Source: an optimization exercise on an open RTL-to-GDS flow (aim: small area). Production flows keep margins and buffers that such runs may drop. Where RTL was checked, it was by simulation tests only, not by an equivalence proof against the original. Power is estimated from default activity; no workload was simulated.

==> inputs of job 4469 <==
## axis_line_buffer
module axis_line_buffer (
    input           clk,
    input           rst_n,
    input           config_pulse,
    input  [15:0]   config_width,
    input  [15:0]   config_height,
    output          done,
    input  [7:0]    s_axis_pix_tdata,
    input           s_axis_pix_tvalid,
    output          s_axis_pix_tready,
    output [71:0]   m_axis_win_tdata,
    output          m_axis_win_tvalid,
    input           m_axis_win_tready
    );
==> module var_delay, before the edit <==
module var_delay (
    input           clk,
    input           en,
    input   [6:0]   sel,
    input   [7:0]   din,
    output  [7:0]   dout
    );
    reg     [8*64-1:0]  s6_r;    
    reg     [8*32-1:0]  s5_r;    
    reg     [8*16-1:0]  s4_r;    
    reg     [8*8-1:0]   s3_r;    
    reg     [8*4-1:0]   s2_r;    
    reg     [8*2-1:0]   s1_r;    
    reg     [7:0]       s0_r;    
    reg     [7:0]       f0_r;    
    reg     [7:0]       f1_r;    
    wire    [7:0]   t6 = ~(sel[6] ? s6_r[8*64-1 -: 8] : din);    
    wire    [7:0]   t5 = ~(sel[5] ? s5_r[8*32-1 -: 8] : t6);     
    wire    [7:0]   t4 = ~(sel[4] ? s4_r[8*16-1 -: 8] : f0_r);   
    wire    [7:0]   t3 = ~(sel[3] ? s3_r[8*8-1  -: 8] : t4);     
    wire    [7:0]   t2 = ~(sel[2] ? s2_r[8*4-1  -: 8] : t3);     
    wire    [7:0]   t1 = ~(sel[1] ? s1_r[8*2-1  -: 8] : t2);     
    wire    [7:0]   t0 = ~(sel[0] ? s0_r              : t1);     
    always @(posedge clk) begin
        if (en) begin
            s6_r <= {s6_r[8*63-1:0], din};
            s5_r <= {s5_r[8*31-1:0], t6};
            f0_r <= t5;
            s4_r <= {s4_r[8*15-1:0], f0_r};
            s3_r <= {s3_r[8*7-1:0],  t4};
            s2_r <= {s2_r[8*3-1:0],  t3};
            s1_r <= {s1_r[8*1-1:0],  t2};
            s0_r <= t1;
            f1_r <= t0;
        end
    end
    assign  dout = ~f1_r;
endmodule
==> module axis_line_buffer, before the edit <==
module axis_line_buffer (
    input           clk,
    input           rst_n,
    input           config_pulse,
    input  [15:0]   config_width,
    input  [15:0]   config_height,
    output          done,
    input  [7:0]    s_axis_pix_tdata,
    input           s_axis_pix_tvalid,
    output          s_axis_pix_tready,
    output [71:0]   m_axis_win_tdata,
    output          m_axis_win_tvalid,
    input           m_axis_win_tready
    );
    reg             done_r;
    reg     [6:0]   wm_r;        
    reg     [7:0]   col_r;       
    reg     [15:0]  hrem_r;      
    reg     [1:0]   row_r;       
    assign  done = done_r;
    wire    win_valid = row_r[1] && (col_r != 8'd253) && (col_r != 8'd254);
    assign  s_axis_pix_tready = m_axis_win_tready || !win_valid;
    assign  m_axis_win_tvalid = win_valid && s_axis_pix_tvalid;
    wire    en       = s_axis_pix_tvalid && s_axis_pix_tready;
    wire    line_end = (col_r == {1'b0, wm_r});
    wire    last     = (hrem_r == 16'd1);
    always @(posedge clk) begin
        if (!rst_n) begin
            done_r  <= 1'b1;
        end
        else if (done_r) begin
            if (config_pulse)
                done_r <= 1'b0;
        end
        else if (en && line_end && last) begin
            done_r  <= 1'b1;
        end
    end
    always @(posedge clk) begin
        if (!rst_n || done_r)
            row_r   <= 2'b00;
        else if (en && line_end)
            row_r   <= {row_r[1] | row_r[0], 1'b1};
    end
    always @(posedge clk) begin
        if (done_r)
            wm_r    <= config_width[6:0] - 7'd4;
    end
    always @(posedge clk) begin
        if (done_r) begin
            col_r   <= 8'd253;
            hrem_r  <= config_height;
        end
        else if (en) begin
            if (line_end) begin
                col_r   <= 8'd253;
                hrem_r  <= hrem_r - 16'd1;
            end
            else begin
                col_r   <= col_r + 8'd1;
            end
        end
    end
    reg     [7:0]   s0_r, s1_r;      
    reg     [7:0]   a0_r, a1_r;      
    reg     [7:0]   b0_r, b1_r;      
    wire    [7:0]   d1, d2;          
    always @(posedge clk) begin
        if (en) begin
            s0_r <= s_axis_pix_tdata;
            s1_r <= s0_r;
            a0_r <= d1;
            a1_r <= a0_r;
            b0_r <= d2;
            b1_r <= b0_r;
        end
    end
    var_delay u_d1 (.clk(clk), .en(en), .sel(wm_r), .din(s1_r), .dout(d1));
    var_delay u_d2 (.clk(clk), .en(en), .sel(wm_r), .din(a1_r), .dout(d2));
    assign  m_axis_win_tdata = {s_axis_pix_tdata, s0_r, s1_r,
                                d1, a0_r, a1_r,
                                d2, b0_r, b1_r};
endmodule
==> flow/config.mk <==
export PLATFORM = sky130hd
export DESIGN_NAME = axis_line_buffer
export DESIGN_NICKNAME = axis_line_buffer
export VERILOG_FILES = /design/flow/design.v
export SDC_FILE = /design/flow/constraint.sdc
export NUM_CORES = 4
export LEC_CHECK = 0
export CAP_MARGIN = 20
export CORE_MARGIN = 2
export CORE_UTILIZATION = 65
export SLEW_MARGIN = 20
==> flow/constraint.sdc <==
create_clock -name core_clock -period 5.0 [get_ports {clk}]
set_input_delay 1.0000 -clock core_clock [delete_from_list [all_inputs] [get_ports {clk}]]
set_output_delay 1.0000 -clock core_clock [all_outputs]
set_load 0.01 [all_outputs]
standard.sh (not shown) runs the stock make flow with config.mk's settings and CLKGATE_MAP_FILE= SYNTH_SCRIPT=/design/flow/synth_recipe.tcl, a recipe that flattens the netlist after the stock synthesis.
==> flow/flow/run.sh <==
#!/bin/bash
# Standard ORFS layout (the standard.sh) with two changes:
#  - clock tree synthesis with a chosen clock buffer and sink cluster size,
#    and no dummy loads,
#  - port buffers use the smallest buffer cell.
export CTS_ARGS="-sink_clustering_enable -repair_clock_nets -dont_use_dummy_load -buf_list sky130_fd_sc_hd__clkbuf_4 -sink_clustering_size 12 -sink_clustering_max_diameter 40"
export BUFFER_PORTS_ARGS="-buffer_cell sky130_fd_sc_hd__buf_1"
bash standard.sh finish > standard.log 2>&1
==> job 9562: changes against job 4469 <==
--- a/flow/design.v
+++ b/flow/design.v
@@ -97,7 +97,7 @@
     reg     [7:0]       s0_r;    
     reg     [7:0]       f0_r;    
     reg     [7:0]       f1_r;    
-    wire    [7:0]   t6 = ~(sel[6] ? s6_r[8*64-1 -: 8] : din);    
+    wire    [7:0]   t6 =  (sel[6] ? s6_r[8*64-1 -: 8] : din);    
     wire    [7:0]   t5 = ~(sel[5] ? s5_r[8*32-1 -: 8] : t6);     
     wire    [7:0]   t4 = ~(sel[4] ? s4_r[8*16-1 -: 8] : f0_r);   
     wire    [7:0]   t3 = ~(sel[3] ? s3_r[8*8-1  -: 8] : t4);     
@@ -117,5 +117,5 @@
             f1_r <= t0;
         end
     end
-    assign  dout = ~f1_r;
+    assign  dout = f1_r;
 endmodule
==> flow/flow/run.sh (replaced) <==
#!/bin/bash
# Standard ORFS layout (the standard.sh) with two changes:
#  - clock tree synthesis with small clock buffers, a chosen sink cluster
#    size, and no dummy loads,
#  - port buffers use the smallest buffer cell.
export CTS_ARGS="-sink_clustering_enable -repair_clock_nets -dont_use_dummy_load -buf_list sky130_fd_sc_hd__clkbuf_4 -sink_clustering_size 10 -sink_clustering_max_diameter 40"
export BUFFER_PORTS_ARGS="-buffer_cell sky130_fd_sc_hd__buf_1"
bash standard.sh finish > standard.log 2>&1
--- a/flow/config.mk
+++ b/flow/config.mk
@@ -7,5 +7,5 @@
 export LEC_CHECK = 0
 export CAP_MARGIN = 20
 export CORE_MARGIN = 2
-export CORE_UTILIZATION = 65
+export CORE_UTILIZATION = 70
 export SLEW_MARGIN = 20
==> job 5389: changes against job 4469 <==
--- a/flow/design.v
+++ b/flow/design.v
@@ -12,6 +12,7 @@
     output          m_axis_win_tvalid,
     input           m_axis_win_tready
     );
+    wire    start = config_pulse && done;
     reg             done_r;
     reg     [6:0]   wm_r;        
     reg     [7:0]   col_r;       
@@ -27,27 +28,21 @@
     always @(posedge clk) begin
         if (!rst_n) begin
             done_r  <= 1'b1;
+            row_r   <= 2'b00;
         end
-        else if (done_r) begin
-            if (config_pulse)
-                done_r <= 1'b0;
+        else if (start) begin
+            done_r  <= 1'b0;
+            row_r   <= 2'b00;
         end
-        else if (en && line_end && last) begin
-            done_r  <= 1'b1;
+        else if (en && line_end) begin
+            if (last)
+                done_r <= 1'b1;
+            row_r   <= {row_r[1] | row_r[0], 1'b1};
         end
     end
     always @(posedge clk) begin
-        if (!rst_n || done_r)
-            row_r   <= 2'b00;
-        else if (en && line_end)
-            row_r   <= {row_r[1] | row_r[0], 1'b1};
-    end
-    always @(posedge clk) begin
-        if (done_r)
+        if (start) begin
             wm_r    <= config_width[6:0] - 7'd4;
-    end
-    always @(posedge clk) begin
-        if (done_r) begin
             col_r   <= 8'd253;
             hrem_r  <= config_height;
         end
@@ -88,34 +83,29 @@
     input   [7:0]   din,
     output  [7:0]   dout
     );
-    reg     [8*64-1:0]  s6_r;    
-    reg     [8*32-1:0]  s5_r;    
-    reg     [8*16-1:0]  s4_r;    
-    reg     [8*8-1:0]   s3_r;    
-    reg     [8*4-1:0]   s2_r;    
-    reg     [8*2-1:0]   s1_r;    
-    reg     [7:0]       s0_r;    
-    reg     [7:0]       f0_r;    
-    reg     [7:0]       f1_r;    
-    wire    [7:0]   t6 = ~(sel[6] ? s6_r[8*64-1 -: 8] : din);    
-    wire    [7:0]   t5 = ~(sel[5] ? s5_r[8*32-1 -: 8] : t6);     
-    wire    [7:0]   t4 = ~(sel[4] ? s4_r[8*16-1 -: 8] : f0_r);   
-    wire    [7:0]   t3 = ~(sel[3] ? s3_r[8*8-1  -: 8] : t4);     
-    wire    [7:0]   t2 = ~(sel[2] ? s2_r[8*4-1  -: 8] : t3);     
-    wire    [7:0]   t1 = ~(sel[1] ? s1_r[8*2-1  -: 8] : t2);     
-    wire    [7:0]   t0 = ~(sel[0] ? s0_r              : t1);     
+    wire    [7:0]   t [0:7];
+    assign  t[7] = din;
+    genvar k;
+    generate
+        for (k = 6; k >= 0; k = k - 1) begin: SEG
+            reg [8*(1<<k)-1:0] sr;
+            if (k == 0) begin: ONE
+                always @(posedge clk)
+                    if (en) sr <= t[k+1];
+            end
+            else begin: MANY
+                always @(posedge clk)
+                    if (en) sr <= {sr[8*((1<<k)-1)-1:0], t[k+1]};
+            end
+            assign t[k] = sel[k] ? sr[8*(1<<k)-1 -: 8] : t[k+1];
+        end
+    endgenerate
+    reg     [7:0]   f0_r, f1_r;
     always @(posedge clk) begin
         if (en) begin
-            s6_r <= {s6_r[8*63-1:0], din};
-            s5_r <= {s5_r[8*31-1:0], t6};
-            f0_r <= t5;
-            s4_r <= {s4_r[8*15-1:0], f0_r};
-            s3_r <= {s3_r[8*7-1:0],  t4};
-            s2_r <= {s2_r[8*3-1:0],  t3};
-            s1_r <= {s1_r[8*1-1:0],  t2};
-            s0_r <= t1;
-            f1_r <= t0;
+            f0_r <= t[0];
+            f1_r <= f0_r;
         end
     end
-    assign  dout = ~f1_r;
+    assign  dout = f1_r;
 endmodule
==> flow/run.sh (new file) <==
#!/bin/bash
# synth_recipe.tcl (not shown) runs the flow's synth.tcl, then flattens the netlist and writes it again
# the make line also repeats each setting of config.mk as NAME=value (left out here)
make -C /OpenROAD-flow-scripts/flow DESIGN_CONFIG=/design/flow/config.mk WORK_HOME=/design/flow/orfs CLKGATE_MAP_FILE= SYNTH_SCRIPT=/design/flow/synth_recipe.tcl finish
--- a/flow/config.mk
+++ b/flow/config.mk
@@ -7,5 +7,5 @@
 export LEC_CHECK = 0
 export CAP_MARGIN = 20
 export CORE_MARGIN = 2
-export CORE_UTILIZATION = 65
+export CORE_UTILIZATION = 40
 export SLEW_MARGIN = 20
removed: flow/flow/run.sh
removed: flow/standard.sh
==> job 2184: changes against job 4469 <==
==> flow/flow/run.sh (replaced) <==
#!/bin/bash
# Standard ORFS layout (the standard.sh) with two changes:
#  - clock tree synthesis: clkbuf_16 for the root and upper levels, a small
#    leaf buffer with a chosen sink cluster size, and no dummy loads,
#  - port buffers use the smallest buffer cell.
export CTS_ARGS="-sink_clustering_enable -repair_clock_nets -dont_use_dummy_load -root_buf sky130_fd_sc_hd__clkbuf_16 -tree_buf sky130_fd_sc_hd__clkbuf_16 -buf_list sky130_fd_sc_hd__clkbuf_4 -sink_clustering_buffer sky130_fd_sc_hd__clkbuf_4 -sink_clustering_size 12 -sink_clustering_max_diameter 30"
export BUFFER_PORTS_ARGS="-buffer_cell sky130_fd_sc_hd__buf_1"
bash standard.sh finish > standard.log 2>&1
--- a/flow/config.mk
+++ b/flow/config.mk
@@ -7,5 +7,6 @@
 export LEC_CHECK = 0
 export CAP_MARGIN = 20
 export CORE_MARGIN = 2
-export CORE_UTILIZATION = 65
+export CORE_UTILIZATION = 80
+export PLACE_DENSITY = 0.85
 export SLEW_MARGIN = 20
==> summary.txt <==
- In job 9562 the worst setup slack is better than in job 5389, by 0.19 ns.
- Clock skew, highest first: job 4469, job 9562, job 5389.
- Job 5389 completed with no timing, DRC or antenna violations. Job 9562 completed without violations. Job 4469 produced a clean layout. Job 2184 stopped in 4_1_cts, error DPL-0033.
- Against job 4469, the first-iteration DRC count of job 9562 is larger by 9.0%.
- Of job 9562 and job 4469, job 4469 has the higher final cell count (gap 2.4%, measured against job 4469).
- In flip-flop and latch count, job 4469 and job 5389 do not differ.
- The highest non-clock buffer count belongs to job 4469, the lowest to job 5389.
- Sequential power is about the same in job 9562 and job 5389.
==> figures <==
|  | job 5389 | job 2184 | job 9562 | job 4469 |
|---|---|---|---|---|
| Outcome | finished clean | did not finish | finished clean | finished clean |
| Last stage reached | - | 4_1_cts | - | - |
| Peak per-stage delay on the critical path | 0.52 ns | - | 0.49 ns | 0.52 ns |
| Count of endpoints failing setup in the final report | 0 | - | 0 | 0 |
| Normalized max-slew margin | 0.4122 | - | 0.3603 | 0.3007 |
| Most common cell after layout, fill and taps aside | sky130_fd_sc_hd__edfxtp_1 | - | sky130_fd_sc_hd__edfxtp_1 | sky130_fd_sc_hd__edfxtp_1 |
| Endpoint of the worst hold-timing path | u_d2.SEG[5].sr[28] | - | s0_r[5] | done_r |
| FF-to-FF Start | col_r[0] | - | col_r[0] | col_r[0] |
| Met1 track demand over resource in global routing | 0.1579 | - | 0.3044 | 0.2590 |
| Worst min-delay path class | reg2reg | - | in2reg | in2reg |
| Top Usage Layer GRT | met1 | - | met1 | met1 |
| Highest layer used for signal routing | met4 | - | met4 | met4 |
| Routed wl met3 | 4082 µm | - | 4627 µm | 3307 µm |
| Fraction of area in registers | 0.8268 | - | 0.9079 | 0.9078 |
| Hpwl dp | 42190 µm | 51450 µm | 40180 µm | 38960 µm |
| Final Hold Violating Endpoints | 0 | - | 0 | 0 |
| Post-synthesis share of cell area spent on xor and xnor gates | 0.003391 | 0.003021 | 0.003024 | 0.003021 |
For job 4469 and job 2184, only the layout was checked, not whether the RTL still works.

==> what the ideal ports hide <==
Ports are ideal in the flow. The routed layouts listed here were re-timed in OpenROAD.
Step 1 sets driving cells, clkbuf_16 on the clock port and buf_2 on the other inputs (assumed; they add their load-dependent delay and slew).
Step 2 moves the port delays by t, midway between the first and last clock arrival at a register: inputs arrive t later, outputs are due t later. That takes back most of the time a late clock gives input paths.
Three values: ideal ports, drivers, drivers and shift; two values: the first two.
run	t, ns	setup WS [ns]	worst setup path after step 2
job 4469	1.147	1.359 / 1.295 / 1.349	input to register
job 9562	1.141	1.480 / 1.411 / 1.682	input to register
job 5389	0.853	1.285 / 1.219 / 1.005	input to register
After both steps every run listed still meets setup and hold. For job 5389, which loses most, drivers alone change the setup slack by -0.066 ns; drivers and shift together by -0.280 ns.
